What follows belongs to an exercise in optimizing a design on an open flow for small area, a short achievable clock period and few clock cycles; a production flow would make more cautious choices.
Function was checked by simulation only, so behaviour that the tests miss may differ from the original.
No activity file was given, so power comes from the tool's default toggle rates.

===== flow/run.sh =====
#!/bin/bash
# synth_recipe.tcl (not shown) runs the flow's synth.tcl, then flattens the netlist and writes it again
# the make line also repeats each setting of config.mk as NAME=value (left out here)
make -C /OpenROAD-flow-scripts/flow DESIGN_CONFIG=/design/flow/config.mk WORK_HOME=/design/flow/orfs CLKGATE_MAP_FILE= SYNTH_SCRIPT=/design/flow/synth_recipe.tcl finish

===== flow/config.mk =====
export PLATFORM = sky130hd
export DESIGN_NAME = solix16_cpu
export DESIGN_NICKNAME = solix16_cpu
export VERILOG_FILES = /design/flow/design.v
export SDC_FILE = /design/flow/constraint.sdc
export NUM_CORES = 4
export LEC_CHECK = 0
export CAP_MARGIN = 20
export CORE_MARGIN = 2
export CORE_UTILIZATION = 40
export SETUP_SLACK_MARGIN = 2.2
export SLEW_MARGIN = 20

===== flow/constraint.sdc =====
create_clock -name core_clock -period 5.3 [get_ports {clk}]
set_input_delay 1.0600 -clock core_clock [delete_from_list [all_inputs] [get_ports {clk}]]
set_output_delay 1.0600 -clock core_clock [all_outputs]
set_load 0.01 [all_outputs]

===== flow/design.v =====
module alu(
    input  [15:0] a,
    input  [15:0] b,            
    input         op_arith,     
    input         op_sub,       
    input         op_and,
    input         op_or,        
    input         op_xor,
    input         op_not,
    input         op_shl,
    input         op_shr,
    output [15:0] result,
    output        zero,
    output        negative,
    output        carry,
    output        overflow
);
wire [15:0] p = a ^ b;
wire [15:0] g = a & b;
wire [15:0] G0 = {g[15:1], g[0] | (p[0] & op_sub)};
wire [15:0] P0 = {p[15:1], 1'b0};
wire [15:0] G1, P1, G2, P2, G3, P3, G4;
genvar i;
generate
    for (i = 0; i < 16; i = i + 1) begin : pfx
        if (i >= 1) begin : s1
            assign G1[i] = G0[i] | (P0[i] & G0[i-1]);
            assign P1[i] = P0[i] & P0[i-1];
        end else begin : n1
            assign G1[i] = G0[i];
            assign P1[i] = P0[i];
        end
        if (i >= 2) begin : s2
            assign G2[i] = G1[i] | (P1[i] & G1[i-2]);
            assign P2[i] = P1[i] & P1[i-2];
        end else begin : n2
            assign G2[i] = G1[i];
            assign P2[i] = P1[i];
        end
        if (i >= 4) begin : s3
            assign G3[i] = G2[i] | (P2[i] & G2[i-4]);
            assign P3[i] = P2[i] & P2[i-4];
        end else begin : n3
            assign G3[i] = G2[i];
            assign P3[i] = P2[i];
        end
        if (i >= 8) begin : s4
            assign G4[i] = G3[i] | (P3[i] & G3[i-8]);
        end else begin : n4
            assign G4[i] = G3[i];
        end
    end
endgenerate
wire [16:0] c   = {G4, op_sub};
wire [15:0] sum = p ^ c[15:0];
wire [15:0] r_logic = ({16{op_and}} & g)              |
                      ({16{op_or}}  & (a | b))        |
                      ({16{op_xor}} & p)              |
                      ({16{op_not}} & ~a)             |
                      ({16{op_shl}} & {a[14:0], 1'b0}) |
                      ({16{op_shr}} & {1'b0, a[15:1]});
assign result = ({16{op_arith}} & sum) | r_logic;
wire [15:0] cz  = {a[14:0] | b[14:0], op_sub};
wire [15:0] ez  = op_arith ? (p ^ cz) : r_logic;
assign zero     = ~|ez;
assign negative = result[15];
assign carry    = (op_arith & c[16]) | (op_shl & a[15]) | (op_shr & a[0]);
assign overflow = op_arith & (a[15] == b[15]) & (sum[15] != a[15]);
endmodule
module register_file(
    input          clk,
    input          rst,
    input          wr_en,
    input  [2:0]   rd_addr,      
    input  [15:0]  rd_data,
    output [111:0] regs,         
    output [7:1]   valid         
);
reg [15:0] r [1:7];
reg [7:1]  valid_r;
genvar k;
generate
    for (k = 1; k <= 7; k = k + 1) begin : g_reg
        always @(posedge clk or posedge rst)
            if (rst)
                valid_r[k] <= 1'b0;
            else if (wr_en && rd_addr == k)
                valid_r[k] <= 1'b1;
        always @(posedge clk)
            if (wr_en && rd_addr == k)
                r[k] <= rd_data;
        assign regs[16*k-1 -: 16] = r[k];
    end
endgenerate
assign valid = valid_r;
endmodule
module solix16_cpu(
    input         clk,           
    input         rst,           
    output [11:0] imem_addr,     
    input  [15:0] imem_data,     
    output [11:0] dmem_addr,     
    output [15:0] dmem_wdata,    
    output        dmem_we,       
    input  [15:0] dmem_rdata,    
    output        halted         
);
localparam OP_MOV = 4'b1000;
localparam OP_JMP = 4'b1001;
localparam OP_JZ  = 4'b1010;
localparam OP_JNZ = 4'b1011;
localparam OP_LD  = 4'b1100;
localparam OP_ST  = 4'b1101;
localparam OP_HLT = 4'b1111;
reg  [15:0] pc_seq;          
reg  [11:0] pc_tgt;          
reg         tgt_z1;          
reg         tgt_z0;          
reg  [3:0]  flags;           
reg         halt_r;
reg  [15:0] ex_a, ex_b;      
reg         ex_arith, ex_sub, ex_and, ex_or, ex_xor, ex_not, ex_shl, ex_shr, ex_ld;
reg         ex_wr;           
reg  [2:0]  ex_rd;
reg         ex_flagwr;       
reg         ex_st;
wire        use_tgt = flags[0] ? tgt_z1 : tgt_z0;
wire [15:0] pc      = use_tgt ? {4'h0, pc_tgt} : pc_seq;
wire [15:0] alu_result;
wire        alu_zero, alu_negative, alu_carry, alu_overflow;
alu u_alu (
    .a        (ex_a),
    .b        (ex_b),
    .op_arith (ex_arith),
    .op_sub   (ex_sub),
    .op_and   (ex_and),
    .op_or    (ex_or),
    .op_xor   (ex_xor),
    .op_not   (ex_not),
    .op_shl   (ex_shl),
    .op_shr   (ex_shr),
    .result   (alu_result),
    .zero     (alu_zero),
    .negative (alu_negative),
    .carry    (alu_carry),
    .overflow (alu_overflow)
);
wire [15:0] ex_result = ex_ld ? dmem_rdata : alu_result;
wire [3:0]  flags_new = {alu_overflow, alu_carry, alu_negative, alu_zero};
wire [111:0] regs;
wire [7:1]   valid;
register_file u_regs (
    .clk     (clk),
    .rst     (rst),
    .wr_en   (ex_wr),
    .rd_addr (ex_rd),
    .rd_data (ex_result),
    .regs    (regs),
    .valid   (valid)
);
always @(posedge clk or posedge rst)
    if (rst)
        flags <= 4'b0;
    else if (ex_flagwr)
        flags <= flags_new;
assign dmem_addr  = ex_a[11:0];
assign dmem_wdata = ex_b;
assign dmem_we    = ex_st;
assign halted     = halt_r;
wire [15:0] instr  = imem_data;
wire [3:0]  opcode = instr[15:12];
wire [3:0]  rd     = instr[11:8];
wire [3:0]  rs     = instr[7:4];
wire [3:0]  rt     = instr[3:0];
wire [7:0]  imm8   = instr[7:0];
wire [11:0] target = instr[11:0];
wire is_alu = (opcode[3] == 1'b0);
wire is_sub = (opcode == 4'b0001);
wire is_mov = (opcode == OP_MOV);
wire is_ld  = (opcode == OP_LD);
wire is_st  = (opcode == OP_ST);
wire is_jmp = (opcode == OP_JMP);
wire is_jz  = (opcode == OP_JZ);
wire is_jnz = (opcode == OP_JNZ);
wire is_hlt = (opcode == OP_HLT);
wire stop = halt_r | is_hlt;
function [15:0] read_reg;
    input [3:0]   addr;
    input [111:0] regs_v;
    input [7:1]   valid_v;
    input [15:0]  pc_v;
    input [3:0]   flags_v;
    input         ex_wr_v;
    input [2:0]   ex_rd_v;
    input         ex_flagwr_v;
    reg   [15:0]  v;
    integer       k;
    begin
        v = 16'h0000;
        for (k = 1; k <= 7; k = k + 1)
            v = v | ({16{valid_v[k] && addr == k}} & regs_v[16*k-1 -: 16]);
        v = v | ({16{addr == 4'd8}} & 16'h0FFF)
              | ({16{addr == 4'd9}} & pc_v)
              | ({16{addr == 4'd10 && !ex_flagwr_v}} & {12'h000, flags_v});
        read_reg = v;
    end
endfunction
wire [15:0] rs_reg = read_reg(rs, regs, valid, pc, flags, ex_wr, ex_rd, ex_flagwr);
wire [15:0] rt_reg = read_reg(rt, regs, valid, pc, flags, ex_wr, ex_rd, ex_flagwr);
wire rs_fwd  = ex_wr && rs == {1'b0, ex_rd};
wire rt_fwd  = ex_wr && rt == {1'b0, ex_rd};
wire rs_fwdf = ex_flagwr && rs == 4'd10;
wire rt_fwdf = ex_flagwr && rt == 4'd10;
wire [15:0] rs_val = rs_fwd ? ex_result : rs_fwdf ? {12'h000, flags_new} : rs_reg;
wire [15:0] rt_val = rt_fwd ? ex_result : rt_fwdf ? {12'h000, flags_new} : rt_reg;
wire [15:0] pc_inc = pc + 16'd1;
always @(posedge clk or posedge rst)
    if (rst) begin
        pc_seq <= 16'h0000;
        tgt_z1 <= 1'b0;
        tgt_z0 <= 1'b0;
        halt_r <= 1'b0;
    end else if (!stop) begin
        pc_seq <= pc_inc;
        tgt_z1 <= is_jmp | is_jz;
        tgt_z0 <= is_jmp | is_jnz;
    end else begin
        pc_seq <= pc;
        tgt_z1 <= 1'b0;
        tgt_z0 <= 1'b0;
        halt_r <= 1'b1;
    end
always @(posedge clk)
    pc_tgt <= target;
always @(posedge clk or posedge rst)
    if (rst) begin
        ex_wr     <= 1'b0;
        ex_flagwr <= 1'b0;
        ex_st     <= 1'b0;
    end else begin
        ex_wr     <= ~stop & (is_alu | is_mov | is_ld) & (rd[3] == 1'b0) & (rd[2:0] != 3'd0);
        ex_flagwr <= ~stop & is_alu;
        ex_st     <= ~stop & is_st;
    end
always @(posedge clk) begin
    ex_rd    <= rd[2:0];
    ex_a     <= is_mov ? 16'h0000 : rs_val;
    ex_b     <= is_mov ? {8'h00, imm8} : is_sub ? ~rt_val : rt_val;
    ex_arith <= is_alu & (opcode[2:1] == 2'b00);
    ex_sub   <= is_sub;
    ex_and   <= is_alu & (opcode[2:0] == 3'b010);
    ex_or    <= (is_alu & (opcode[2:0] == 3'b011)) | is_mov;
    ex_xor   <= is_alu & (opcode[2:0] == 3'b100);
    ex_not   <= is_alu & (opcode[2:0] == 3'b101);
    ex_shl   <= is_alu & (opcode[2:0] == 3'b110);
    ex_shr   <= is_alu & (opcode[2:0] == 3'b111);
    ex_ld    <= is_ld;
end
assign imem_addr = pc[11:0];
endmodule

==> results of run 1 <==
==> metrics by stage <==
| step | utilization [%] | hold slack, ps | total power, uW | instance area [um^2] | setup WS [ps] |
|---|---|---|---|---|---|
| floorplan | - | 445 | 2540 | 10900 | 2450 |
| global placement | 44.3 | 477 | 3000 | 11900 | 1530 |
| detailed placement | 44.3 | 490 | 3000 | 11900 | 1450 |
| CTS | 48.1 | 506 | 4350 | 12900 | 2040 |
| global route | 49.1 | 551 | 4630 | 13200 | 2070 |
| finish | 49.1 | 535 | 4450 | 13200 | 2220 |
==> metal layers <==
| layer | vias up | track usage [%] |
|---|---|---|
| met5 | - | 0 |
| met4 | 0 | 10.1 |
| met3 | 88 | 4.58 |
| met2 | 579 | 39.3 |
| met1 | 4585 | 35.8 |
| li1 | 4143 | - |
==> power breakdown <==
part,switching (uW),internal (uW)
logic,717,560
registers,126,1770
clock network,595,685
==> repair_timing <==
item,4_1_cts,5_1_grt
endpoints found under the setup margin,102,58
gates resized for setup,76,63
pin swaps,6,11
cloned,1,0
buffers inserted,22,15
==> final timing paths <==
path | from | endpoint | slack (ps)
hold reg to reg | u_regs.valid_r[1] | u_regs.valid_r[1] | 530
setup reg to reg | ex_a[12] | ex_b[0] | 2220
setup / recovery | ex_a[12] | ex_b[0] | 2220
min in group asynchronous | rst | tgt_z1 | 1020
max in group asynchronous | rst | flags[0] | 3950
hold / removal | u_regs.valid_r[1] | u_regs.valid_r[1] | 530
==> critical path: stages, from the launching register on <==
cell	delay [ps]
dfxtp_1	440
inv_1	110
ha_1	390
a22oi_1	200
nand3_1	120
a221oi_2	320
nand3_1	210
nor4_4	390
o22ai_2	200
a21oi_1	240
mux2i_1	200
nand4b_1	120
==> registers in the layout, summed over array words and instances (netlist names) <==
name,flops
ex_sub,1
pc_seq,16
ex_flagwr,1
tgt_z1,1
halt_r,1
ex_xor,1
ex_arith,1
u_regs.valid_r,7
ex_shl,1
ex_b,16
u_regs.r,112
ex_and,1
ex_shr,1
pc_tgt,12
tgt_z0,1
ex_ld,1
ex_st,1
flags,4
ex_wr,1
ex_or,1
ex_a,16
ex_not,1
==> cell families (layout without fill, tap and decap cells) <==
kind of cell	count (synthesis)	in the layout	synth area share, %
and+or+nand+nor	293	293	13.7
muxes	28	29	2.80
buffers and inverters	165	256	6.58
xor gates and xnor gates	49	49	3.95
adders and majority gates	35	35	4.17
DFF	198	198	48.4
AOI/OAI and AO/OA	309	309	20.4
==> area by class of cell <==
class / instances / area share (%)
clock buffer: 20 / 3.72
clock inverter: 12 / 0.751
inverter: 82 / 2.36
multi-input combinational: 715 / 40.5
sequential: 198 / 40.1
tap: 341 / 3.24
timing repair buffer: 142 / 9.41
==> layout by cell type (no fill, tap or decap), types with 7 or more instances in the layout <==
master and count:
o21ai_0 41, or2_2 9, dlymetal6s2s_1 7, buf_4 66, dfrtp_1 32, xor2_1 16, nand2_1 69, clkdlybuf4s50_1 55
nor2b_1 7, clkbuf_16 19, mux2i_4 9, inv_1 80, mux2i_1 11, xnor2_1 33, dfxtp_2 10, nor2_1 65
a21oi_1 48, edfxtp_1 112, o211ai_1 8, nor3_1 20, dfxtp_1 41, a221oi_1 12, ha_1 27, nand3_1 40
a222oi_1 10, a22o_1 8, a22oi_1 118, nand2b_1 18
==> flow_metrics.tcl, run 1 <==
set metrics [dict create \
    status "no timing/DRC/antenna violations" \
    synth_edf_count 112 \
    synth_top_area_cell "edfxtp_1" \
    multi_input_area_um2 5320 \
    root_buffer "clkbuf_16" \
    setup-tns-final_ps 0 \
    ios 76 \
    io_buffers 75 \
    viasPerCell 6.22 \
    ys_seq_area_share_pct 48.4 \
    ant_nets 0 \
    clock_latency_ps 430 \
    reg2reg_depth 11 \
    clk_path_buf_depth 2 \
    areaGrowthSynthToFinish_pct 21.2 \
    cts_buffers 17 \
    drc 0 \
    syn_nets 1146 \
    p_leak_uw 0.00502 \
    synth_seq_cells 198 \
    crit_type "flip-flop to flip-flop" \
    start_kind "flip-flop" \
    crit_arrival_ps 3380 \
    grt_overflow 0 \
    finalCriticalPeriod_ps 3080 \
    holdBufCountCts 0 \
    worstHoldPathCells 1 \
    dr.pass1.iters 10 \
    path_max_fanout 6 \
    start_util_pct 40.5 \
    top_layer "met4" \
    antenna_cells 0 \
    track_usage_pct 25.5 \
    regArea_um2 5270 \
    ir_drop_uv 203 \
    grt_start_max_net_pins 34 \
    skew_ps 9.51 \
    gp_congestion 0.930 \
    syn_avg_cell_area_um2 10.1 \
    stdcell_count 1510 \
    synth_top_cells_by_count "a22oi_1 (118), edfxtp_1 (112), inv_1 (81)" \
    fmax_ghz 0.324 \
    finalNetCount 1225 \
    die_area_um2 28500 \
    drt-total-wl_um 36800 \
    timing.final.max_slew_violations 0 \
    antenna_found_initial 0 \
    clkSinkCount 198 \
    place_hpwl_um 24800 \
    maxCapViolCount 0 \
    place_inst 1440 \
    rows 60 \
    clk_pin_slew_worst_paths_ps 70 \
    power.density_nw_per_um2 338 \
    wl_met1_um 15500 \
    cts_tree "yes" \
    drtIter0Drc 1582 \
    fp.dieW_um 169 \
    worst_pin_slew_ps 1040 \
    synth_top_area_share_pct 31.0 \
    crit_required_ps 5600 \
    core_um2 26800 \
    rsz0062_at_grt "yes" \
    dieHeight_um 169 \
    h-tree-depth 4 \
    detailroute.via_count 9395 \
    synth.distinct_cells 78 \
    end_kind "flip-flop" \
    n_fill_cell 2435 \
    final-setup-viol-count 0 \
    yosysMostFrequentCell "a22oi_1" \
    synthCells 1077 \
    layout-drive-gt1-share_pct 18.1 \
    dr_wl_met3_um 3580 \
    wl_met2_um 16400 \
    routedWlPerCell_um 24.4 \
    grt_pass1_wl_um 54800 \
    synth_area_um2 10900 \
    yosysWarnings 3 \
    slew_headroom_pct 30.9 \
    fin_crit_sh_pct 58.2 \
    grt_pass1_vias 8828 \
    finalHoldViolations 0 \
    synth_ff_type "edfxtp_1" \
    synthArstFlopShare_pct 16.7 \
    synth_area_leaders "edfxtp_1 (31%), dfxtp_1 (9.8%), a22oi_1 (8.2%)" \
    hold_path_class "flip-flop to flip-flop" \
]
Testbench counts, summed over its fixed seeds: cycles 136,711.
==> run 2: changes to the inputs <==
--- a/flow/config.mk
+++ b/flow/config.mk
@@ -9,4 +9,5 @@
 export CORE_MARGIN = 2
-export CORE_UTILIZATION = 40
-export SETUP_SLACK_MARGIN = 2.2
+export CORE_UTILIZATION = 55
+export CTS_BUF_LIST = sky130_fd_sc_hd__clkbuf_4 sky130_fd_sc_hd__clkbuf_8
+export SETUP_SLACK_MARGIN = 2.5
 export SLEW_MARGIN = 20
==> run 2 against run 1 <==
Net effect: sequential share of layout area fell by 1.2 points; core utilization rose by 21 points; die area fell by 27%; critical endpoint is now imem_addr[11]; largest cell class unchanged.
==> flow_metrics.tcl, run 2 <==
set metrics [dict create \
    status "no timing/DRC/antenna violations" \
    ios 76 \
    met2_usage_pct 54.4 \
    synthArstFlopShare_pct 16.7 \
    skew_ps 15.7 \
    crit_required_ps 4240 \
    track_usage_pct 35.7 \
    placedInstanceArea_um2 11800 \
    final_core_util_pct 70.5 \
    grt_pass1_wl_um 54700 \
    ir_drop_uv 246 \
    synth_top_area_cell "edfxtp_1" \
    finalHoldViolations 0 \
    power.density_nw_per_um2 318 \
    r2r-end "ex_b[2]" \
    slowest_delay_ps 500 \
    regArea_um2 5310 \
    dieHeight_um 144 \
    syn_nets 1146 \
    routedWlPerCell_um 25.1 \
    cp_top_family "multiplexers" \
    finalNetCount 1271 \
    start_util_pct 55.9 \
    r2r-start "ex_b[0]" \
    drc 0 \
    rows 51 \
    worstSetupStartpoint "flags[0]" \
    crit_cells 5 \
    stdcell_count 1480 \
    largest_register "u_regs.r" \
    r2r_slack_ps 2410 \
    clk_path_buf_depth 2 \
    fin_ws_ps 2220 \
    layout-drive-gt1-share_pct 27.2 \
    slew_headroom_pct 30.2 \
    synth_ff_type "edfxtp_1" \
    synth_seq_cells 198 \
    root_buffer "clkbuf_8" \
    cts_buffers 17 \
    path_cells "mux2_4, buf_6, mux2i_4, inv_1, buf_2" \
    place_inst 1359 \
    dr.pass1.iters 7 \
    clkSinkCount 198 \
    synth_area_leaders "edfxtp_1 (31%), dfxtp_1 (9.8%), a22oi_1 (8.2%)" \
    reg2reg_depth 11 \
    final-setup-viol-count 0 \
    ys_seq_area_share_pct 48.4 \
    timing.final.max_slew_violations 0 \
    finalCriticalPeriod_ps 3080 \
    multi_input_area_um2 5650 \
    met1_usage_pct 51.1 \
    met3_usage_pct 6.06 \
    path_max_fanout 6 \
    crit_type "flip-flop to primary output" \
    clock_latency_ps 480 \
    core_um2 19400 \
    grt_start_max_net_pins 34 \
    fmax_ghz 0.325 \
    postLayoutCellArea_um2 13700 \
    min_from "u_regs.valid_r[3]" \
    antenna_cells 0 \
    crit_buf_inv 3 \
    synth_top_cells_by_count "a22oi_1 (118), edfxtp_1 (112), inv_1 (81)" \
    viasPerCell 6.51 \
    syn_avg_cell_area_um2 10.1 \
    drtIter0Drc 1210 \
    fp.dieW_um 144 \
    final_cell_mix "a22oi_1 (117), edfxtp_1 (112), buf_4 (88), nand2_1 (67), inv_1 (67)" \
    io_buffers 75 \
    drt-total-wl_um 37200 \
    synthCells 1077 \
    detailroute.via_count 9637 \
    gp_congestion 0.906 \
    n_fill_cell 1475 \
    antenna_found_initial 0 \
    crit_arrival_ps 2020 \
    clk_pin_slew_worst_paths_ps 110 \
    pre_cts_ws_ps 1380 \
    h-tree-depth 4 \
    grt_busiest_layer "met2" \
    place_hpwl_um 24000 \
    endpoint "imem_addr[11]" \
    grt_overflow 0 \
    cts_tree "yes" \
    largest_register_ffs 112 \
    synth.distinct_cells 78 \
    ant_nets 0 \
    synth_area_um2 10900 \
    hold_path_class "flip-flop to flip-flop" \
    die_area_um2 20900 \
    slowest_stage "dfrtp_2" \
    yosysWarnings 3 \
    worst_pin_slew_ps 1050 \
    areaGrowthSynthToFinish_pct 26.0 \
    synth_edf_count 112 \
    fin_crit_sh_pct 58.0 \
    p_leak_uw 0.00519 \
    yosysMostFrequentCell "a22oi_1" \
    maxCapViolCount 0 \
    setup-tns-final_ps 0 \
    start_kind "flip-flop" \
    rsz0062_at_grt "yes" \
    grt_pass1_vias 8962 \
    end_kind "primary output" \
    final_common_cell "a22oi_1" \
    holdBufCountCts 0 \
    synth_top_area_share_pct 31.0 \
]
==> run 2: cell counts after synthesis <==
Identical to the previous run, type by type.
==> run 2: report_power, final <==
part / leakage, uW / switching [uW] / internal [uW] / total [uW]
logic: 0.00309 / 781 / 690 / 1470
registers: 0.00189 / 135 / 1770 / 1910
clock network: 0.000204 / 614 / 361 / 975
total: 0.00519 / 1530 / 2820 / 4350
==> run 2: layout make-up <==
cell class	count	share of cell area (%)
Multi-Input combinational cell	715	41.3
Sequential cell	198	38.8
Timing Repair Buffer	188	12.1
Tap cell	265	2.43
Inverter	82	2.32
Clock buffer	17	1.71
Clock inverter	15	1.30
==> run 2: repair_timing <==
action	4_1_cts	5_1_grt
gates cloned	1	0
pin swaps	26	39
buffers inserted	56	32
resized for setup	190	114
endpoints found under the setup margin	129	101
==> run 2: stage by stage <==
step                      power (uW)  hold WS (ps)
final                           4350           543
after global routing            4520           551
after CTS                       4160           535
after detailed placement        2980           501
after global placement          2960           501
after floorplan                 2540           445
==> run 2: logic make-up after synthesis <==
group                      after synthesis  share of synthesized area (%)
buffers and inverters                  165                           6.58
adders and majority gates               35                           4.17
xor gates and xnor gates                49                           3.95
DFF                                    198                           48.4
AOI/OAI and AO/OA                      309                           20.4
and+or+nand+nor                        293                           13.7
muxes                                   28                           2.80
==> run 2: routing by layer <==
metal  up-vias  wire (um)
met5         -          0
met4         0       1350
met3        87       3750
met2       649      17000
met1      4668      15100
li1       4233          -
==> run 2: how the worst min path moves through the flow <==
stage                         to  slack, ps  cells past startpoint
5_1_grt        u_regs.valid_r[3]        550                      1
3_3_place_gp   u_regs.valid_r[1]        500                      1
6_report       u_regs.valid_r[3]        540                      1
4_1_cts        u_regs.valid_r[1]        530                      1
2_1_floorplan  u_regs.valid_r[1]        450                      1
3_5_place_dp   u_regs.valid_r[1]        500                      1
==> run 3: changes to the inputs <==
==> flow/flow/run.sh (new file) <==
#!/bin/bash
# Layout flow: the standard ORFS flow (standard.sh, synthesis unchanged),
# with two changes to the layout steps:
#  - the ports are buffered with sky130_fd_sc_hd__buf_1 (still one buffer on
#    every input and output port) instead of the default delay-buffer cell;
#  - timing repair may resize a cell to any equivalent cell, not only to one
#    of the same footprint.
# The full output of the flow goes to flow_make.log in this folder; ORFS
# keeps each step's own log under orfs/logs/.
set -euo pipefail
export BUFFER_PORTS_ARGS="-buffer_cell sky130_fd_sc_hd__buf_1"
bash standard.sh MATCH_CELL_FOOTPRINT=0 finish > flow_make.log 2>&1
==> flow/standard.sh (new file) <==
#!/bin/bash
# synth_recipe.tcl (not shown) runs the flow's synth.tcl, then flattens the netlist and writes it again
# the make line also repeats each setting of config.mk as NAME=value (left out here)
make -C /OpenROAD-flow-scripts/flow DESIGN_CONFIG=/design/flow/config.mk WORK_HOME=/design/flow/orfs CLKGATE_MAP_FILE= SYNTH_SCRIPT=/design/flow/synth_recipe.tcl "${@:-finish}"
--- a/flow/config.mk
+++ b/flow/config.mk
@@ -9,5 +9,4 @@
 export CORE_MARGIN = 2
-export CORE_UTILIZATION = 55
-export CTS_BUF_LIST = sky130_fd_sc_hd__clkbuf_4 sky130_fd_sc_hd__clkbuf_8
-export SETUP_SLACK_MARGIN = 2.5
+export CORE_UTILIZATION = 40
+export SETUP_SLACK_MARGIN = 2.2
 export SLEW_MARGIN = 20
removed: flow/run.sh
==> run 3 against run 2 <==
Net effect: still clean on timing, DRC and antenna; first-iteration DRC count is 26% higher; clock skew down 2.6 ps; global-route usage shrank 11 points; synthesized area stayed put; count of clock-buffer cells in the layout grew 2; combinational power down 24%; fmax rose by 0.23%; die area is 36% higher; power decreased by 1.2%; sequential power about the same; hold slack worse by 35 ps; largest cell class unchanged.
==> flow_metrics.tcl, run 3 <==
set metrics [dict create \
    place_hpwl_um 24700 \
    r2r-start "ex_a[1]" \
    hold_path_class "flip-flop to flip-flop" \
    final_common_cell "a22oi_1" \
    clk_path_buf_depth 2 \
    worst_pin_slew_ps 945 \
    drt-total-wl_um 36500 \
    antenna_found_initial 0 \
    rows 60 \
    grt_pass1_vias 8765 \
    fp.dieW_um 169 \
    path_max_fanout 7 \
    cts_tree "yes" \
    power.switching_uw 1430 \
    gp_congestion 0.912 \
    setup-tns-final_ps 0 \
    synth_edf_count 112 \
    h-tree-depth 4 \
    finalHoldViolations 0 \
    top_layer "met4" \
    ys_seq_area_share_pct 48.4 \
    clk_pin_slew_worst_paths_ps 70 \
    synthCells 1077 \
    synth_top_area_share_pct 31.0 \
    n_fill_cell 2476 \
    r2r_slack_ps 2290 \
    largest_register_ffs 112 \
    p_int_uw 2870 \
    power.share.clock_pct 29.8 \
    drtIter0Drc 1526 \
    routedWlPerCell_um 24.4 \
    synth_area_um2 10900 \
    clock_latency_ps 450 \
    synth_top_cells_by_count "a22oi_1 (118), edfxtp_1 (112), inv_1 (81)" \
    slew_headroom_pct 36.9 \
    viasPerCell 6.26 \
    yosysMostFrequentCell "a22oi_1" \
    start_kind "flip-flop" \
    synth.distinct_cells 78 \
    crit_type "flip-flop to primary output" \
    maxCapViolCount 0 \
    r2r-end "ex_b[15]" \
    grt_pass1_wl_um 54000 \
    synth_ff_type "edfxtp_1" \
    syn_avg_cell_area_um2 10.1 \
    yosysWarnings 3 \
    rsz0062_at_grt "yes" \
    ant_nets 0 \
    io_buffers 75 \
    areaGrowthSynthToFinish_pct 15.4 \
    fin_crit_sh_pct 57.9 \
    ir_drop_uv 214 \
    start_util_pct 40.5 \
    end_kind "primary output" \
    root_buffer "clkbuf_16" \
    detailroute.via_count 9333 \
    synth_top_area_cell "edfxtp_1" \
    drc 0 \
    timing.final.max_slew_violations 0 \
    dr_wl_met3_um 3200 \
    grt_start_max_net_pins 34 \
    ios 76 \
    clkSinkCount 198 \
    finalCriticalPeriod_ps 3070 \
    power.density_nw_per_um2 343 \
    min_to "u_regs.valid_r[2]" \
    combPwrFrac_pct 26.1 \
    dieHeight_um 169 \
    stdcell_count 1492 \
    final_cell_mix "a22oi_1 (118), edfxtp_1 (112), inv_1 (80), buf_1 (74), nand2_1 (69)" \
    antenna_cells 0 \
    switching_share_pct 33.2 \
    p_leak_uw 0.00466 \
    largest_register "u_regs.r" \
    die_area_um2 28500 \
    status "no timing/DRC/antenna violations" \
    reg2reg_depth 11 \
    place_inst 1433 \
    layout-drive-gt1-share_pct 15.1 \
    final-setup-viol-count 0 \
    crit_required_ps 4240 \
    core_um2 26800 \
    finalNetCount 1207 \
    fmax_ghz 0.326 \
    grt_overflow 0 \
    synth_area_leaders "edfxtp_1 (31%), dfxtp_1 (9.8%), a22oi_1 (8.2%)" \
    crit_arrival_ps 2010 \
    wl_met1_um 14800 \
    dr.pass1.iters 8 \
    syn_nets 1146 \
    holdBufCountCts 0 \
    min_from "u_regs.valid_r[2]" \
    worstHoldPathCells 1 \
    skew_ps 13.1 \
    cts_buffers 17 \
    track_usage_pct 25.1 \
    synth_seq_cells 198 \
    synthArstFlopShare_pct 16.7 \
    wl_met2_um 17000 \
    seq_power_share_pct 44.0 \
]
run 3: cell counts after synthesis:
No cell type changed its count.
run 3: through the flow:
step	power, uW	worst slack [ps]	utilization, %	hold slack [ps]	cell area, um^2
6_report	4300	2230	46.7	508	12500
2_1_floorplan	2540	2450	-	445	10900
4_1_cts	4200	2140	45.6	508	12200
3_5_place_dp	2870	1500	42.4	478	11400
3_3_place_gp	2860	1470	42.4	481	11400
5_1_grt	4480	2170	46.7	529	12500
run 3: worst max-delay path by stage:
stage | slack, ps | end | from | cells past startpoint
2_1_floorplan | 2450 | ex_b[0] | imem_data[0] | 11
3_3_place_gp | 1470 | ex_b[11] | imem_data[1] | 9
3_5_place_dp | 1500 | ex_b[4] | imem_data[3] | 9
4_1_cts | 2140 | imem_addr[5] | flags[0] | 4
5_1_grt | 2170 | imem_addr[5] | flags[0] | 5
6_report | 2230 | imem_addr[5] | flags[0] | 5
run 3: area by class of cell:
class / instances / area [um^2] / area share (%)
multi-input combinational: 716 / 5300 / 42.3
sequential: 198 / 5270 / 42.0
timing repair buffer: 123 / 643 / 5.13
clock buffer: 19 / 475 / 3.80
tap: 341 / 427 / 3.41
inverter: 82 / 308 / 2.46
clock inverter: 13 / 106 / 0.849
run 3: routing by layer:
| metal | GRT usage (%) | vias up |
|---|---|---|
| met1 | 33.3 | 4515 |
| met5 | 0 | - |
| met4 | 10.2 | 0 |
| met2 | 41.1 | 602 |
| met3 | 4.21 | 102 |
| li1 | - | 4114 |
run 3: cells by family after synthesis:
group	share of synthesized area, %
xor gates and xnor gates	3.95
buffers and inverters	6.58
AOI/OAI and AO/OA	20.4
muxes	2.80
adders and majority gates	4.17
DFF	48.4
and+or+nand+nor	13.7
run 3: power by group through the flow:
stage | registers, uW | clock network, uW | logic, uW
global route | 1900 | 1360 | 1210
finish | 1900 | 1280 | 1120
detailed placement | 1900 | 0 | 966
floorplan | 1860 | 0 | 675
global placement | 1900 | 0 | 958
CTS | 1880 | 1290 | 1030
run 3: what timing repair did:
item | 4_1_cts | 5_1_grt
setup buffers | 6 | 19
pin swaps | 4 | 10
endpoints found under the setup margin | 99 | 73
gates cloned | 1 | 1
resized for setup | 44 | 39
run 3: critical path, stage by stage, from the launching register on:
cell	delay [ps]
dfrtp_2	500
mux2_4	440
buf_4	180
mux2i_4	190
inv_1	90
buf_1	150
==> run 4: changes to the inputs <==
--- a/flow/config.mk
+++ b/flow/config.mk
@@ -10,2 +10,3 @@
 export CORE_UTILIZATION = 40
+export CTS_BUF_LIST = sky130_fd_sc_hd__clkbuf_8
 export SETUP_SLACK_MARGIN = 2.2
==> run 4 against run 3 <==
Net effect: combinational power about the same; clock skew increased by 6.8 ps; flip-flop and latch count unchanged; core utilization decreased by 0.42 points; largest power group unchanged; cell count increased by 0.47%; clock power decreased by 22%; synthesized area unchanged; sequential power about the same.
==> flow_metrics.tcl, run 4 <==
set metrics [dict create \
    status "no timing/DRC/antenna violations" \
    rsz0062_at_grt "yes" \
    track_usage_pct 25.2 \
    crit_type "input pin to flip-flop" \
    finalCriticalPeriod_ps 3090 \
    gp_congestion 0.912 \
    antenna_cells 0 \
    fmax_ghz 0.323 \
    viasPerCell 6.20 \
    fp.dieW_um 169 \
    largest_register_ffs 112 \
    ir_drop_uv 141 \
    layout-drive-gt1-share_pct 15.6 \
    slew_headroom_pct 30.1 \
    h-tree-depth 4 \
    timing.final.max_slew_violations 0 \
    maxCapViolCount 0 \
    seq_power_share_pct 46.8 \
    drtIter0Drc 1384 \
    yosysWarnings 3 \
    clkSinkCount 198 \
    power.density_nw_per_um2 326 \
    worst_pin_slew_ps 1050 \
    largest_register "u_regs.r" \
    p_leak_uw 0.00461 \
    wl_met2_um 17000 \
    start_util_pct 40.5 \
    synth_top_cells_by_count "a22oi_1 (118), edfxtp_1 (112), inv_1 (81)" \
    detailroute.via_count 9299 \
    start_kind "input pin" \
    hold_path_class "flip-flop to flip-flop" \
    path_max_fanout 16 \
    yosysMostFrequentCell "a22oi_1" \
    grt_pass1_vias 8905 \
    rows 60 \
    grt_start_max_net_pins 34 \
    ys_seq_area_share_pct 48.4 \
    synth.distinct_cells 78 \
    grt_overflow 0 \
    areaGrowthSynthToFinish_pct 14.4 \
    synthCells 1077 \
    wl_met1_um 15100 \
    finalHoldViolations 0 \
    fin_crit_sh_pct 58.4 \
    drc 0 \
    end_kind "flip-flop" \
    power.switching_uw 1390 \
    dr_wl_met3_um 3160 \
    syn_avg_cell_area_um2 10.1 \
    syn_nets 1146 \
    synth_area_leaders "edfxtp_1 (31%), dfxtp_1 (9.8%), a22oi_1 (8.2%)" \
    synth_ff_type "edfxtp_1" \
    synth_edf_count 112 \
    power.share.clock_pct 24.8 \
    top_layer "met4" \
    routedWlPerCell_um 24.5 \
    clk_path_buf_depth 2 \
    final_common_cell "a22oi_1" \
    core_um2 26800 \
    dieHeight_um 169 \
    grt_pass1_wl_um 54100 \
    synthArstFlopShare_pct 16.7 \
    crit_arrival_ps 3510 \
    synth_area_um2 10900 \
    skew_ps 19.9 \
    synth_top_area_cell "edfxtp_1" \
    p_int_uw 2650 \
    cts_tree "yes" \
    die_area_um2 28500 \
    finalNetCount 1214 \
    switching_share_pct 34.5 \
    dr.pass1.iters 6 \
    holdBufCountCts 0 \
    io_buffers 75 \
    final_cell_mix "a22oi_1 (118), edfxtp_1 (112), inv_1 (81), buf_1 (74), nand2_1 (69)" \
    ios 76 \
    root_buffer "clkbuf_8" \
    combPwrFrac_pct 28.4 \
    ant_nets 0 \
    setup-tns-final_ps 0 \
    cts_buffers 17 \
    synth_top_area_share_pct 31.0 \
    final-setup-viol-count 0 \
    antenna_found_initial 0 \
    crit_required_ps 5720 \
    drt-total-wl_um 36700 \
    clock_latency_ps 490 \
    clk_pin_slew_worst_paths_ps 110 \
    synth_seq_cells 198 \
    place_hpwl_um 24700 \
    whs_ps 515 \
]
run 4: cell count changes in the layout (fill, tap and decap cells not counted), sizes merged:
cell,before,now
bufinv,0,2
clkbuf,20,18
buf,122,129
run 4: what timing repair did:
action                     in CTS  in global routing
cloned                          1                  1
setup endpoints to repair     100                 64
gates resized for setup        46                 37
pin swaps                       5                 10
setup buffers                  12                 20
run 4: logic make-up (layout without fill, tap and decap cells):
family,after synthesis,in the layout,share of synthesized area (%)
fa+ha+maj,35,35,4.17
compound gates,309,309,20.4
flops,198,198,48.4
xor+xnor,49,49,3.95
mux,28,29,2.80
simple gates,293,294,13.7
buf+inv,165,244,6.58
run 4: critical path: stages:
cell,delay [ps]
buf_1,530
and4b_1,1020
a22o_1,270
a221oi_1,60
a221oi_1,330
a21oi_1,80
nor2_1,150
run 4: stage by stage:
step | power [uW] | worst slack [ps] | instances | util [%] | area (um^2)
2_1_floorplan | 2540 | 2450 | 1077 | - | 10900
3_3_place_gp | 2860 | 1470 | 1433 | 42.4 | 11400
3_5_place_dp | 2870 | 1500 | 1433 | 42.4 | 11400
4_1_cts | 3950 | 2150 | 1478 | 45.2 | 12100
5_1_grt | 4210 | 2190 | 1499 | 46.3 | 12400
6_report | 4040 | 2210 | 1499 | 46.3 | 12400
run 4: power groups by stage:
stage | Sequential, uW | Clock, uW | Combinational (uW)
floorplan | 1860 | 0 | 675
global placement | 1900 | 0 | 958
detailed placement | 1900 | 0 | 966
CTS | 1890 | 1010 | 1050
global route | 1900 | 1080 | 1230
finish | 1890 | 1000 | 1150
run 4: layout make-up:
cell class,instances,area [um^2]
repair buffers,130,696
inverters,82,308
clock buffers,17,234
clock inverters,15,166
well taps,341,427
multi-input cells,716,5320
flip-flops and latches,198,5270
fillers,2496,14400
run 4: final timing paths:
check | startpoint | to | slack [ps] | depth (start not counted)
max | imem_data[5] | ex_a[0] | 2210 | 7
min | u_regs.valid_r[2] | u_regs.valid_r[2] | 520 | 1
min reg2reg | u_regs.valid_r[2] | u_regs.valid_r[2] | 520 | 1
min in group asynchronous | rst | pc_seq[3] | 620 | 3
max reg2reg | ex_b[0] | ex_b[15] | 2320 | 11
max in group asynchronous | rst | flags[0] | 4360 | 3
run 4: routing by layer:
| metal | track usage [%] | vias to the layer above |
|---|---|---|
| li1 | - | 4117 |
| met1 | 33.0 | 4508 |
| met2 | 41.0 | 585 |
| met3 | 4.44 | 89 |
| met4 | 11.1 | 0 |
| met5 | 0 | - |
==> run 5: changes to the inputs <==
--- a/flow/design.v
+++ b/flow/design.v
@@ -114,6 +114,4 @@
 localparam OP_HLT = 4'b1111;
-reg  [15:0] pc_seq;          
-reg  [11:0] pc_tgt;          
-reg         tgt_z1;          
-reg         tgt_z0;          
+reg  [15:0] pc_z1;           
+reg  [15:0] pc_z0;           
 reg  [3:0]  flags;           
@@ -126,4 +124,3 @@
 reg         ex_st;
-wire        use_tgt = flags[0] ? tgt_z1 : tgt_z0;
-wire [15:0] pc      = use_tgt ? {4'h0, pc_tgt} : pc_seq;
+wire [15:0] pc = flags[0] ? pc_z1 : pc_z0;
 wire [15:0] alu_result;
@@ -218,18 +215,11 @@
     if (rst) begin
-        pc_seq <= 16'h0000;
-        tgt_z1 <= 1'b0;
-        tgt_z0 <= 1'b0;
+        pc_z1  <= 16'h0000;
+        pc_z0  <= 16'h0000;
         halt_r <= 1'b0;
-    end else if (!stop) begin
-        pc_seq <= pc_inc;
-        tgt_z1 <= is_jmp | is_jz;
-        tgt_z0 <= is_jmp | is_jnz;
     end else begin
-        pc_seq <= pc;
-        tgt_z1 <= 1'b0;
-        tgt_z0 <= 1'b0;
-        halt_r <= 1'b1;
-    end
-always @(posedge clk)
-    pc_tgt <= target;
+        pc_z1  <= (is_jmp | is_jz)  ? {4'h0, target} : pc_inc;
+        pc_z0  <= (is_jmp | is_jnz) ? {4'h0, target} : pc_inc;
+        if (stop)
+            halt_r <= 1'b1;
+    end
 always @(posedge clk or posedge rst)
--- a/flow/config.mk
+++ b/flow/config.mk
@@ -10,4 +10,3 @@
 export CORE_UTILIZATION = 40
-export CTS_BUF_LIST = sky130_fd_sc_hd__clkbuf_8
-export SETUP_SLACK_MARGIN = 2.2
+export SETUP_SLACK_MARGIN = 2.5
 export SLEW_MARGIN = 20
==> run 5 against run 4 <==
Net effect: hold slack worse by 9.7 ps; critical path depth up 5; largest cell class unchanged; still clean; die area up 4.9%; clock skew down 6.3 ps; synthesized cell count up 8.4%.
==> flow_metrics.tcl, run 5 <==
set metrics [dict create \
    synth.distinct_cells 80 \
    synthCells 1168 \
    synth_top_cells_by_count "nand2_1 (117), edfxtp_1 (112), nor2_1 (82)" \
    fp.dieW_um 173 \
    status "no timing/DRC/antenna violations" \
    viasPerCell 6.21 \
    gp_congestion 0.957 \
    track_usage_pct 25.5 \
    start_kind "flip-flop" \
    wl_met1_um 16600 \
    postLayoutCellArea_um2 13500 \
    yosysWarnings 3 \
    cts_tree "yes" \
    cp_top_family "compound AO/OA/AOI/OAI gates" \
    setup-tns-final_ps 0 \
    drc 0 \
    min_to "ex_flagwr" \
    crit_type "flip-flop to flip-flop" \
    grt_pass1_vias 9893 \
    ant_nets 0 \
    grt_overflow 0 \
    finalHoldViolations 0 \
    r2r-end "ex_a[10]" \
    fmax_ghz 0.352 \
    rsz0062_at_grt "yes" \
    fin_crit_sh_pct 53.7 \
    yosysMostFrequentCell "nand2_1" \
    grt_pass1_wl_um 59100 \
    io_buffers 75 \
    path_max_fanout 4 \
    start_util_pct 40.8 \
    synth_area_um2 11400 \
    syn_nets 1237 \
    worst_pin_slew_ps 953 \
    clk_path_buf_depth 3 \
    synth_edf_count 112 \
    placedInstanceArea_um2 11900 \
    min_from "halt_r" \
    crit_arrival_ps 3210 \
    finalCriticalPeriod_ps 2840 \
    top_layer "met4" \
    synth_top_area_cell "edfxtp_1" \
    dr.pass1.iters 6 \
    slowest_delay_ps 370 \
    areaGrowthSynthToFinish_pct 18.6 \
    root_buffer "clkbuf_16" \
    timing.final.max_slew_violations 0 \
    antenna_cells 0 \
    final_cell_mix "nand2_1 (115), edfxtp_1 (112), nor2_1 (79), a22oi_1 (78), buf_1 (63)" \
    largest_register_ffs 112 \
    syn_avg_cell_area_um2 9.76 \
    antenna_found_initial 0 \
    worstHoldPathCells 1 \
    reg2reg_depth 12 \
    rows 61 \
    path_cells "fa_2, inv_2, fa_2, nor2b_2, o31a_1, o211ai_1, a21boi_1, or3_1, a31o_4, o21bai_4, buf_4, a21oi_2" \
    r2r-start "ex_b[0]" \
    p_leak_uw 0.00499 \
    ys_seq_area_share_pct 47.5 \
    finalNetCount 1301 \
    crit_buf_inv 2 \
    crit_required_ps 5660 \
    slew_headroom_pct 36.5 \
    end_kind "flip-flop" \
    power.density_nw_per_um2 379 \
    drt-total-wl_um 39600 \
    crit_top_cell "fa_2" \
    maxCapViolCount 0 \
    synth_top_area_share_pct 29.5 \
    ios 76 \
    wl_met2_um 18300 \
    detailroute.via_count 10104 \
    die_area_um2 29900 \
    final-setup-viol-count 0 \
    synth_area_leaders "edfxtp_1 (29%), dfrtp_1 (10%), dfxtp_1 (7.7%)" \
    synth_ff_type "edfxtp_1" \
    synth_seq_cells 203 \
    clock_latency_ps 510 \
    ir_drop_uv 167 \
    h-tree-depth 1 \
    dr_wl_met3_um 3300 \
    largest_register "u_regs.r" \
    skew_ps 13.6 \
    dieHeight_um 173 \
    place_hpwl_um 26200 \
    core_um2 27900 \
    layout-drive-gt1-share_pct 19.0 \
    cts_buffers 22 \
    final_common_cell "nand2_1" \
    clk_pin_slew_worst_paths_ps 60 \
    hold_path_class "flip-flop to flip-flop" \
    grt_start_max_net_pins 48 \
    synthArstFlopShare_pct 23.2 \
    drtIter0Drc 1180 \
    r2r_slack_ps 2460 \
    routedWlPerCell_um 24.4 \
    slowest_stage "or3_1" \
    clkSinkCount 203 \
]
## run 5: cell types whose count changed in the layout (fill, tap and decap cells not counted), sizes merged, moves of 9 or more
cell    delta
dfrtp     +14
nor2      +16
a22oi     -37
clkbuf    +22
inv       -24
dfxtp      -9
nand4     +11
o21a       +9
a221oi    +17
nand3      -9
nand2     +48
## run 5: final cells by class
type | count | area, um^2
timing repair buffer | 134 | 778
fill | 2626 | 14400
inverter | 68 | 260
clock inverter | 10 | 80.1
tap | 378 | 473
clock buffer | 30 | 622
sequential | 203 | 5460
multi-input combinational | 803 | 5850
## run 5: power breakdown
| part | leakage, uW | total [uW] | switching [uW] | internal [uW] |
|---|---|---|---|---|
| Clock | 0.000344 | 1490 | 621 | 872 |
| Sequential | 0.00199 | 2010 | 154 | 1860 |
| Combinational | 0.00266 | 1620 | 909 | 708 |
## run 5: how the worst max path moves through the flow
stage / from / end / slack (ps) / cells past startpoint
global placement: imem_data[5] / ex_a[1] / 1630 / 8
detailed placement: imem_data[1] / ex_b[3] / 1590 / 9
floorplan: imem_data[5] / ex_a[9] / 2530 / 7
global route: ex_sub / u_regs.r[5][10] / 2380 / 11
CTS: flags[0] / imem_addr[11] / 2390 / 4
finish: ex_b[0] / ex_a[10] / 2460 / 12
## run 5: cells by family after synthesis
group	after synthesis	share of synthesized area [%]
fa+ha+maj	35	3.97
flops	203	47.5
simple gates	361	15.3
buf+inv	162	6.13
compound gates	333	21.0
xor+xnor	45	3.46
mux	29	2.59
## run 5: routing by layer
metal / vias up / global-route usage (%)
li1: 4462 / -
met1: 4975 / 34.6
met2: 556 / 41.0
met3: 111 / 4.33
met4: 0 / 9.43
met5: - / 0
## run 5: timing repair
| action | 4_1_cts | 5_1_grt |
|---|---|---|
| hold endpoints to repair | 0 | 0 |
| pin swaps | 15 | 20 |
| endpoints found under the setup margin | 125 | 77 |
| setup buffers | 25 | 14 |
| gates resized for setup | 108 | 67 |
| hold buffers | 0 | 0 |
## run 5: through the flow
step           power, uW  hold slack (ps)  std cells  setup slack, ps  utilization [%]
6_report            5130              505       1626             2460             48.4
4_1_cts             4990              482       1612             2390             47.2
2_1_floorplan       2820              445       1168             2530                -
5_1_grt             5340              518       1626             2380             48.4
3_3_place_gp        3220              486       1547             1630             42.6
3_5_place_dp        3230              469       1547             1590             42.6
Testbench counts of run 5, summed over its fixed seeds: cycles 136,711.
==> run 6: changes to the inputs <==
--- a/flow/design.v
+++ b/flow/design.v
@@ -124,3 +124,4 @@
 reg         ex_st;
-wire [15:0] pc = flags[0] ? pc_z1 : pc_z0;
+reg         zsel;
+wire [15:0] pc = zsel ? pc_z1 : pc_z0;
 wire [15:0] alu_result;
@@ -162,2 +163,4 @@
         flags <= flags_new;
+always @(posedge clk)
+    zsel <= ex_flagwr ? alu_zero : flags[0];
 assign dmem_addr  = ex_a[11:0];
--- a/flow/config.mk
+++ b/flow/config.mk
@@ -10,3 +10,3 @@
 export CORE_UTILIZATION = 40
-export SETUP_SLACK_MARGIN = 2.5
+export SETUP_SLACK_MARGIN = 2.3
 export SLEW_MARGIN = 20
==> run 6 against run 5 <==
Net effect: fmax down 3.8%; first-iteration DRC count up 14%; register-to-register slack worse by 80 ps; critical path depth down 8; synthesized cell count down 0.43%; non-clock buffer count down 32.
==> flow_metrics.tcl, run 6 <==
set metrics [dict create \
    status "no timing/DRC/antenna violations" \
    final-setup-viol-count 0 \
    dr.pass1.iters 10 \
    power.density_nw_per_um2 377 \
    path_max_fanout 18 \
    fmax_ghz 0.338 \
    rows 62 \
    grt_overflow 0 \
    track_usage_pct 24.9 \
    largest_register_ffs 112 \
    crit_required_ps 4240 \
    holdBufCountCts 0 \
    timing.final.max_slew_violations 0 \
    antenna_found_initial 1 \
    dieHeight_um 174 \
    routedWlPerCell_um 24.1 \
    setup-tns-final_ps 0 \
    place_hpwl_um 26400 \
    end_kind "primary output" \
    start_kind "flip-flop" \
    clkSinkCount 204 \
    synthCells 1163 \
    hold_path_class "flip-flop to flip-flop" \
    finalNetCount 1263 \
    ios 76 \
    largest_register "u_regs.r" \
    synth_area_um2 11600 \
    clock_latency_ps 500 \
    maxCapViolCount 0 \
    core_um2 28600 \
    fin_crit_sh_pct 55.8 \
    yosysWarnings 3 \
    grt_start_max_net_pins 48 \
    antenna_cells 0 \
    gp_congestion 0.888 \
    synth_area_leaders "edfxtp_1 (29%), dfrtp_1 (10%), dfxtp_1 (7.8%)" \
    slowest_delay_ps 350 \
    path_cells "buf_4, mux2i_2, inv_1, buf_1" \
    fp.dieW_um 174 \
    finalCriticalPeriod_ps 2960 \
    synth_edf_count 112 \
    synth_seq_cells 204 \
    cts_buffers 22 \
    drc 0 \
    worst_pin_slew_ps 1050 \
    root_buffer "clkbuf_16" \
    ant_nets 0 \
    drt-total-wl_um 38400 \
    io_buffers 75 \
    rsz0062_at_grt "yes" \
    viasPerCell 6.27 \
    start_util_pct 40.4 \
    final_common_cell "nand2_1" \
    ys_seq_area_share_pct 47.0 \
    synthArstFlopShare_pct 23.0 \
    h-tree-depth 1 \
    syn_nets 1232 \
    synth_top_area_cell "edfxtp_1" \
    final_cell_mix "nand2_1 (134), edfxtp_1 (112), nor2_1 (80), a22oi_1 (74), buf_1 (72)" \
    synth_ff_type "edfxtp_1" \
    p_leak_uw 0.00477 \
    drtIter0Drc 1351 \
    total_power_uw 4910 \
    pre_cts_ws_ps 1590 \
    clk_path_buf_depth 3 \
    grt_pass1_wl_um 58300 \
    finalHoldViolations 0 \
    synth_top_cells_by_count "nand2_1 (134), edfxtp_1 (112), nor2_1 (83)" \
    die_area_um2 30300 \
    fin_ws_ps 2340 \
    slew_headroom_pct 30.2 \
    layout-drive-gt1-share_pct 11.3 \
    areaGrowthSynthToFinish_pct 12.5 \
    yosysMostFrequentCell "nand2_1" \
    crit_type "flip-flop to primary output" \
    grt_pass1_vias 9596 \
    detailroute.via_count 9996 \
    clk_pin_slew_worst_paths_ps 60 \
    slowest_stage "mux2i_2" \
    ir_drop_uv 192 \
    crit_arrival_ps 1900 \
    skew_ps 11.3 \
    syn_avg_cell_area_um2 9.95 \
    cts_tree "yes" \
    synth.distinct_cells 85 \
    synth_top_area_share_pct 29.1 \
]
run 6: stage by stage:
stage / utilization [%] / instances / cell area (um^2) / hold WS [ps]
finish: 45.5 / 1594 / 13000 / 492
global route: 45.5 / 1594 / 13000 / 502
CTS: 45.0 / 1592 / 12900 / 490
detailed placement: 42.1 / 1550 / 12000 / 479
global placement: 42.1 / 1550 / 12000 / 478
floorplan: - / 1163 / 11600 / 445
run 6: worst paths after layout:
check / slack [ps] / endpoint / start / cells after the start
worst max-delay path: 2340 / imem_addr[7] / zsel / 4
worst min-delay path: 490 / ex_st / halt_r / 1
worst max register to register: 2380 / ex_a[15] / ex_a[6] / 10
worst min register to register: 490 / ex_st / halt_r / 1
max in group asynchronous: 4120 / pc_z1[13] / rst / 2
min in group asynchronous: 670 / pc_z0[0] / rst / 2
run 6: repair_timing:
item / 4_1_cts / 5_1_grt
setup buffers: 2 / 2
pin swaps: 2 / 4
resized for setup: 17 / 25
setup endpoints to repair: 71 / 77
run 6: logic make-up (layout without fill, tap and decap cells):
family / count (synthesis) / in the layout / share of synthesized area, %
xor+xnor: 49 / 49 / 3.71
mux: 26 / 26 / 2.33
simple gates: 370 / 370 / 16.1
flops: 204 / 204 / 47.0
fa+ha+maj: 35 / 35 / 3.91
compound gates: 325 / 325 / 20.9
buf+inv: 154 / 201 / 6.05
run 6: area by class of cell:
cell class,count,area [um^2]
clock inverter,14,175
fill,2656,15600
sequential,204,5450
clock buffer,26,587
timing repair buffer,102,488
inverter,59,223
multi-input combinational,805,5620
tap,384,480
run 6: metal layers:
layer	up-vias	track usage [%]	share of wire, %	routed length [um]
met1	4893	33.7	41	15700
met5	-	0	0	0
met3	98	5.21	11	4050
li1	4383	-	-	-
met2	622	39.2	45	17400
met4	0	9.24	3.4	1300
run 6: critical path, delay by kind of cell, from the launching register on:
kind                   cells  cell delay (ps)
DFF                        1              300
muxes                      1              350
buffers and inverters      3              730
run 6: power by group:
group	switching, uW	internal [uW]
combinational	854	481
clock	617	987
sequential	111	1870
total	1580	3330
Testbench counts of run 6, summed over its fixed seeds: cycles 136,711.
==> run 7: changes to the inputs <==
--- a/flow/design.v
+++ b/flow/design.v
@@ -114,4 +114,3 @@
 localparam OP_HLT = 4'b1111;
-reg  [15:0] pc_z1;           
-reg  [15:0] pc_z0;           
+reg  [15:0] pc;              
 reg  [3:0]  flags;           
@@ -124,4 +123,2 @@
 reg         ex_st;
-reg         zsel;
-wire [15:0] pc = zsel ? pc_z1 : pc_z0;
 wire [15:0] alu_result;
@@ -158,2 +155,3 @@
 );
+wire        z_now = ex_flagwr ? alu_zero : flags[0];
 always @(posedge clk or posedge rst)
@@ -163,4 +161,2 @@
         flags <= flags_new;
-always @(posedge clk)
-    zsel <= ex_flagwr ? alu_zero : flags[0];
 assign dmem_addr  = ex_a[11:0];
@@ -216,10 +212,10 @@
 wire [15:0] pc_inc = pc + 16'd1;
+wire [15:0] pc_z1 = (is_jmp | is_jz)  ? {4'h0, target} : pc_inc;
+wire [15:0] pc_z0 = (is_jmp | is_jnz) ? {4'h0, target} : pc_inc;
 always @(posedge clk or posedge rst)
     if (rst) begin
-        pc_z1  <= 16'h0000;
-        pc_z0  <= 16'h0000;
+        pc     <= 16'h0000;
         halt_r <= 1'b0;
     end else begin
-        pc_z1  <= (is_jmp | is_jz)  ? {4'h0, target} : pc_inc;
-        pc_z0  <= (is_jmp | is_jnz) ? {4'h0, target} : pc_inc;
+        pc     <= z_now ? pc_z1 : pc_z0;
         if (stop)
==> run 7 against run 6 <==
Net effect: still clean; critical path depth rose by 7; clock skew rose by 1.6 ps; clock power fell by 22%; worst setup slack got worse by 60 ps; synthesized cell count fell by 9.9%; synthesized area fell by 7.4%; sequential power fell by 5%; flip-flop and latch count fell by 17.
==> flow_metrics.tcl, run 7 <==
set metrics [dict create \
    status "no timing/DRC/antenna violations" \
    synthArstFlopShare_pct 16.6 \
    antenna_cells 0 \
    clk_path_buf_depth 2 \
    cp_top_family "compound AO/OA/AOI/OAI gates" \
    grt_pass1_vias 8878 \
    min_from "halt_r" \
    final_core_util_pct 47.5 \
    maxCapViolCount 0 \
    worst_pin_slew_ps 1130 \
    multi_input_area_um2 5550 \
    synth_top_area_cell "edfxtp_1" \
    postLayoutCellArea_um2 12400 \
    largest_register "u_regs.r" \
    clk_pin_slew_worst_paths_ps 70 \
    place_hpwl_um 23800 \
    crit_required_ps 5630 \
    syn_nets 1117 \
    areaGrowthSynthToFinish_pct 16.1 \
    gp_congestion 0.933 \
    rows 59 \
    synthCells 1048 \
    yosysWarnings 3 \
    fin_crit_sh_pct 56.9 \
    switching_share_pct 32.9 \
    root_buffer "clkbuf_16" \
    layout-drive-gt1-share_pct 19.5 \
    synth_area_leaders "edfxtp_1 (31%), dfxtp_1 (8.2%), dfrtp_1 (7.2%)" \
    yosysMostFrequentCell "edfxtp_1" \
    start_util_pct 40.9 \
    grt_overflow 0 \
    clock_latency_ps 440 \
    largest_register_ffs 112 \
    ant_nets 0 \
    synth_edf_count 112 \
    final_cell_mix "edfxtp_1 (112), buf_1 (70), a22oi_1 (66), nor2_1 (61), nand2_1 (57)" \
    power.density_nw_per_um2 338 \
    reg2reg_depth 11 \
    p_int_uw 2820 \
    ir_drop_uv 187 \
    fp.dieW_um 168 \
    power.share.clock_pct 29.8 \
    synth_top_cells_by_count "edfxtp_1 (112), clkbuf_1 (74), a22oi_1 (69)" \
    slowest_delay_ps 390 \
    crit_cells 11 \
    synth.distinct_cells 72 \
    detailroute.via_count 9284 \
    timing.final.max_slew_violations 0 \
    die_area_um2 28100 \
    grt_start_max_net_pins 32 \
    dr.pass1.iters 9 \
    synth_area_um2 10700 \
    ys_seq_area_share_pct 46.9 \
    fin_ws_ps 2280 \
    crit_type "flip-flop to flip-flop" \
    path_max_fanout 10 \
    regArea_um2 5070 \
    crit_arrival_ps 3350 \
    ios 76 \
    routedWlPerCell_um 25.6 \
    cts_buffers 17 \
    antenna_found_initial 0 \
    start_kind "flip-flop" \
    drc 0 \
    crit_buf_inv 1 \
    io_buffers 75 \
    n_fill_cell 2350 \
    path_cells "inv_1, ha_4, a22oi_1, o211ai_1, a221oi_2, nand4b_1, nor4_4, o22ai_4, nand4_1, o211a_4, mux2_2" \
    placedInstanceArea_um2 11000 \
    setup-tns-final_ps 0 \
    dieHeight_um 168 \
    worstSetupStartpoint "ex_a[9]" \
    seq_power_share_pct 44.8 \
    end_kind "flip-flop" \
    rsz0062_at_grt "yes" \
    finalNetCount 1151 \
    cts_tree "yes" \
    fmax_ghz 0.331 \
    track_usage_pct 25.6 \
    synth_ff_type "edfxtp_1" \
    finalCriticalPeriod_ps 3020 \
    final_common_cell "edfxtp_1" \
    skew_ps 12.9 \
    synth_seq_cells 187 \
    combPwrFrac_pct 25.4 \
    viasPerCell 6.49 \
    grt_pass1_wl_um 54400 \
    holdBufCountCts 0 \
    clkSinkCount 187 \
    drt-total-wl_um 36700 \
    power.switching_uw 1380 \
    p_leak_uw 0.00452 \
    h-tree-depth 4 \
    slew_headroom_pct 24.6 \
    whs_ps 481 \
    core_um2 26200 \
    finalHoldViolations 0 \
    drtIter0Drc 1608 \
    worstHoldPathCells 1 \
    slowest_stage "dfxtp_4" \
    synth_top_area_share_pct 31.4 \
    hold_path_class "flip-flop to flip-flop" \
    r2r_slack_ps 2280 \
    syn_avg_cell_area_um2 10.2 \
    pre_cts_ws_ps 1320 \
    final-setup-viol-count 0 \
    r2r-start "ex_a[9]" \
]
## run 7: cell types whose count changed in the layout (fill, tap and decap cells not counted), sizes merged, moves of 12 or more
cell and delta:
dfrtp -16, nand2 -77, o21ai -13, buf +13
nor2 -21, and3 +12, a22o +20
## run 7: metal layers
layer	GRT usage (%)	vias to the layer above	routed length (um)
li1	-	4065	-
met1	34.7	4469	15000
met2	40.1	629	16600
met3	4.68	121	3530
met4	11.3	0	1560
met5	0	-	0
## run 7: timing repair
action | CTS | global route
endpoints found under the setup margin | 114 | 58
gates cloned | 1 | 0
resized for setup | 98 | 63
buffers inserted | 10 | 18
pin swaps | 21 | 28
## run 7: stage by stage
stage,power (uW),std cells
after floorplan,2530,1048
after global placement,2770,1369
after detailed placement,2780,1369
after CTS,4090,1412
after global routing,4360,1430
final,4200,1430
## run 7: path summary, 6_finish.rpt
check / end
max: pc[3]
min: ex_flagwr
max reg2reg: pc[3]
min reg2reg: ex_flagwr
max in group asynchronous: flags[1]
min in group asynchronous: pc[9]
## run 7: power by group through the flow
stage	Clock [uW]	Sequential (uW)	Combinational [uW]
after floorplan	0	1820	713
after global placement	0	1910	861
after detailed placement	0	1910	868
after CTS	1260	1880	948
after global routing	1310	1890	1150
final	1250	1880	1070
## run 7: worst reg2reg max path: stages (launching register included)
cell and delay (ps):
dfxtp_4 390, inv_1 90, ha_4 270, a22oi_1 180
o211ai_1 130, a221oi_2 260, nand4b_1 240, nor4_4 340
o22ai_4 130, nand4_1 240, o211a_4 290, mux2_2 350
## run 7: cells by family after synthesis
group | share of synthesized area [%]
buffers and inverters | 6.70
flip-flops | 46.9
AND/OR/NAND/NOR | 13.0
adder cells (fa/ha/maj) | 4.23
XOR/XNOR | 4.01
multiplexers | 2.34
AO/OA/AOI/OAI | 22.9
## run 7: layout make-up
cell class	instances	share of cell area, %
timing repair buffer	117	4.88
sequential	187	40.8
tap	335	3.37
clock buffer	18	3.62
multi-input combinational	702	44.6
inverter	57	1.81
clock inverter	14	0.956
Testbench counts of run 7, summed over its fixed seeds: cycles 136,711.
==> run 8: changes to the inputs <==
--- a/flow/config.mk
+++ b/flow/config.mk
@@ -10,2 +10,3 @@
 export CORE_UTILIZATION = 40
+export CTS_BUF_LIST = sky130_fd_sc_hd__clkbuf_8
 export SETUP_SLACK_MARGIN = 2.3
==> run 8 against run 7 <==
Net effect: largest power group unchanged; cell area shrank 0.64%; critical endpoint is now pc[9]; combinational power is essentially flat; critical path type unchanged; die area is the same; still clean on timing, DRC and antenna; via count grew 0.97%; largest cell class unchanged; clock power shrank 24%.
==> flow_metrics.tcl, run 8 <==
set metrics [dict create \
    fin_ws_ps 2240 \
    n_fill_cell 2353 \
    timing.final.max_slew_violations 0 \
    io_buffers 75 \
    finalNetCount 1162 \
    skew_ps 16.9 \
    synth_edf_count 112 \
    track_usage_pct 25.8 \
    syn_nets 1117 \
    ir_drop_uv 136 \
    slowest_stage "dfxtp_1" \
    switching_share_pct 34.2 \
    slew_headroom_pct 24.0 \
    crit_type "flip-flop to flip-flop" \
    cts_buffers 17 \
    combPwrFrac_pct 27.7 \
    slowest_delay_ps 590 \
    rows 59 \
    total_power_uw 3920 \
    largest_register_ffs 112 \
    cts_tree "yes" \
    fin_crit_sh_pct 57.7 \
    stdcell_count 1441 \
    path_max_fanout 16 \
    clock_latency_ps 490 \
    antenna_cells 0 \
    seq_power_share_pct 48.0 \
    crit_buf_inv 0 \
    maxCapViolCount 0 \
    drc 0 \
    worst_pin_slew_ps 1140 \
    hold_path_class "flip-flop to flip-flop" \
    power.density_nw_per_um2 317 \
    drt-total-wl_um 36700 \
    path_cells "a221o_1, or4_4, nor4_4, o22ai_4, nand4_1, o211a_4, mux2_4" \
    final-setup-viol-count 0 \
    ys_seq_area_share_pct 46.9 \
    finalCriticalPeriod_ps 3060 \
    p_leak_uw 0.00451 \
    power.share.clock_pct 24.4 \
    synthCells 1048 \
    ios 76 \
    largest_register "u_regs.r" \
    start_util_pct 40.9 \
    viasPerCell 6.51 \
    final_common_cell "edfxtp_1" \
    end_kind "flip-flop" \
    start_kind "flip-flop" \
    drtIter0Drc 1597 \
    synth_area_leaders "edfxtp_1 (31%), dfxtp_1 (8.2%), dfrtp_1 (7.2%)" \
    synth_area_um2 10700 \
    yosysWarnings 3 \
    syn_avg_cell_area_um2 10.2 \
    p_int_uw 2580 \
    cp_top_family "simple AND/OR/NAND/NOR gates" \
    detailroute.via_count 9374 \
    synth_top_area_cell "edfxtp_1" \
    rsz0062_at_grt "yes" \
    grt_overflow 0 \
    areaGrowthSynthToFinish_pct 15.4 \
    grt_start_max_net_pins 32 \
    setup-tns-final_ps 0 \
    ant_nets 0 \
    synth_seq_cells 187 \
    gp_congestion 0.933 \
    layout-drive-gt1-share_pct 20.3 \
    fp.dieW_um 168 \
    synth.distinct_cells 72 \
    place_inst 1369 \
    fmax_ghz 0.327 \
    die_area_um2 28100 \
    routedWlPerCell_um 25.5 \
    synth_top_cells_by_count "edfxtp_1 (112), clkbuf_1 (74), a22oi_1 (69)" \
    yosysMostFrequentCell "edfxtp_1" \
    dieHeight_um 168 \
    power.switching_uw 1340 \
    dr.pass1.iters 6 \
    crit_required_ps 5670 \
    place_hpwl_um 23800 \
    synth_top_area_share_pct 31.4 \
    grt_pass1_vias 8891 \
    h-tree-depth 4 \
    synth_ff_type "edfxtp_1" \
    core_um2 26200 \
    pre_cts_ws_ps 1320 \
    status "no timing/DRC/antenna violations" \
    clkSinkCount 187 \
    clk_path_buf_depth 2 \
    crit_arrival_ps 3430 \
    grt_pass1_wl_um 54800 \
    synthArstFlopShare_pct 16.6 \
    clk_pin_slew_worst_paths_ps 100 \
    antenna_found_initial 0 \
    finalHoldViolations 0 \
    root_buffer "clkbuf_8" \
    final_cell_mix "edfxtp_1 (112), buf_1 (71), a22oi_1 (68), nor2_1 (61), nand2_1 (57)" \
]
## run 8: cell counts after synthesis
No cell type changed its count.
## run 8: cell families after synthesis
family                   count (synthesis)  share of synthesized area [%]
XOR/XNOR                                49                           4.01
AND/OR/NAND/NOR                        270                           13.0
flip-flops                             187                           46.9
buffers and inverters                  160                           6.70
adder cells (fa/ha/maj)                 35                           4.23
multiplexers                            21                           2.34
AO/OA/AOI/OAI                          326                           22.9
## run 8: per-stage QoR
step	hold slack (ps)	utilization, %	instance area, um^2
floorplan	446	-	10700
global placement	477	42.0	11000
detailed placement	463	42.0	11000
CTS	489	45.6	11900
global route	525	47.2	12400
finish	485	47.2	12400
## run 8: cell type report
type                            instances  area, um^2  area share [%]
Inverter                               57         221            1.79
Tap cell                              335         419            3.39
Sequential cell                       187        5080            41.1
Clock inverter                         15         149            1.20
Timing Repair Buffer                  128         696            5.63
Multi-Input combinational cell        702        5560            45.0
Clock buffer                           17         234            1.89
## run 8: metal layers
metal  up-vias  track usage (%)  share of wire (%)
li1       4072                -                  -
met1      4531             34.8                 40
met2       628             40.4                 46
met3       143             5.67                 10
met4         0             10.2                4.4
met5         -                0                  0
## run 8: final timing paths
check                           startpoint   endpoint  slack, ps  depth (start not counted)
worst max-delay path                ex_xor      pc[9]       2240                          7
worst min-delay path                halt_r  ex_flagwr        490                          1
worst max register to register      ex_xor      pc[9]       2240                          7
worst min register to register      halt_r  ex_flagwr        490                          1
max in group asynchronous              rst   flags[1]       4360                          3
min in group asynchronous              rst      pc[9]        620                          3
## run 8: power groups by stage
stage	Clock [uW]	Sequential, uW	Combinational, uW
after floorplan	0	1820	713
after global placement	0	1910	861
after detailed placement	0	1910	868
after CTS	965	1880	964
after global routing	1020	1890	1170
final	955	1880	1080
## run 8: timing repair
item,in CTS,in global routing
endpoints found under the setup margin,114,87
pin swaps,21,30
buffers inserted,14,25
gates resized for setup,103,66
hold buffers,0,0
gates cloned,1,0

re-timing with driven ports:
The results above use ideal ports. As a check the final layouts listed here were re-extracted and re-timed, cells and wires unchanged.
Step 1 assumes that a clkbuf_16 drives the clock port and a buf_2 every other input.
Step 2 adds t to the input delays and takes it off the output delays; t is the mean of the earliest and latest rising clock arrival at the registers after step 1. Input paths then give back, and output paths get back, about the clock's delay inside the block.
a / b / c = no drivers / after step 1 / after step 2; a / b = the first two.
run	shift t [ns]	setup slack, ns	worst slew at a driven data input, ns
run 1	0.476	2.215 / 2.215 / 1.877	0.04
run 2	0.518	2.224 / 2.179 / 2.097	0.04
run 3	0.489	2.231 / 2.181 / 1.849	0.04
run 4	0.527	2.206 / 2.207 / 1.700	0.04
run 5	0.551	2.456 / 2.456 / 2.043	0.04
run 6	0.544	2.343 / 2.296 / 1.809	0.05
run 7	0.480	2.283 / 2.283 / 1.895	0.04
run 8	0.520	2.240 / 2.240 / 1.802	0.04
After both steps every run listed still meets setup and hold. For run 6, which loses most, drivers alone change the setup slack by -0.047 ns; drivers and shift together by -0.534 ns.
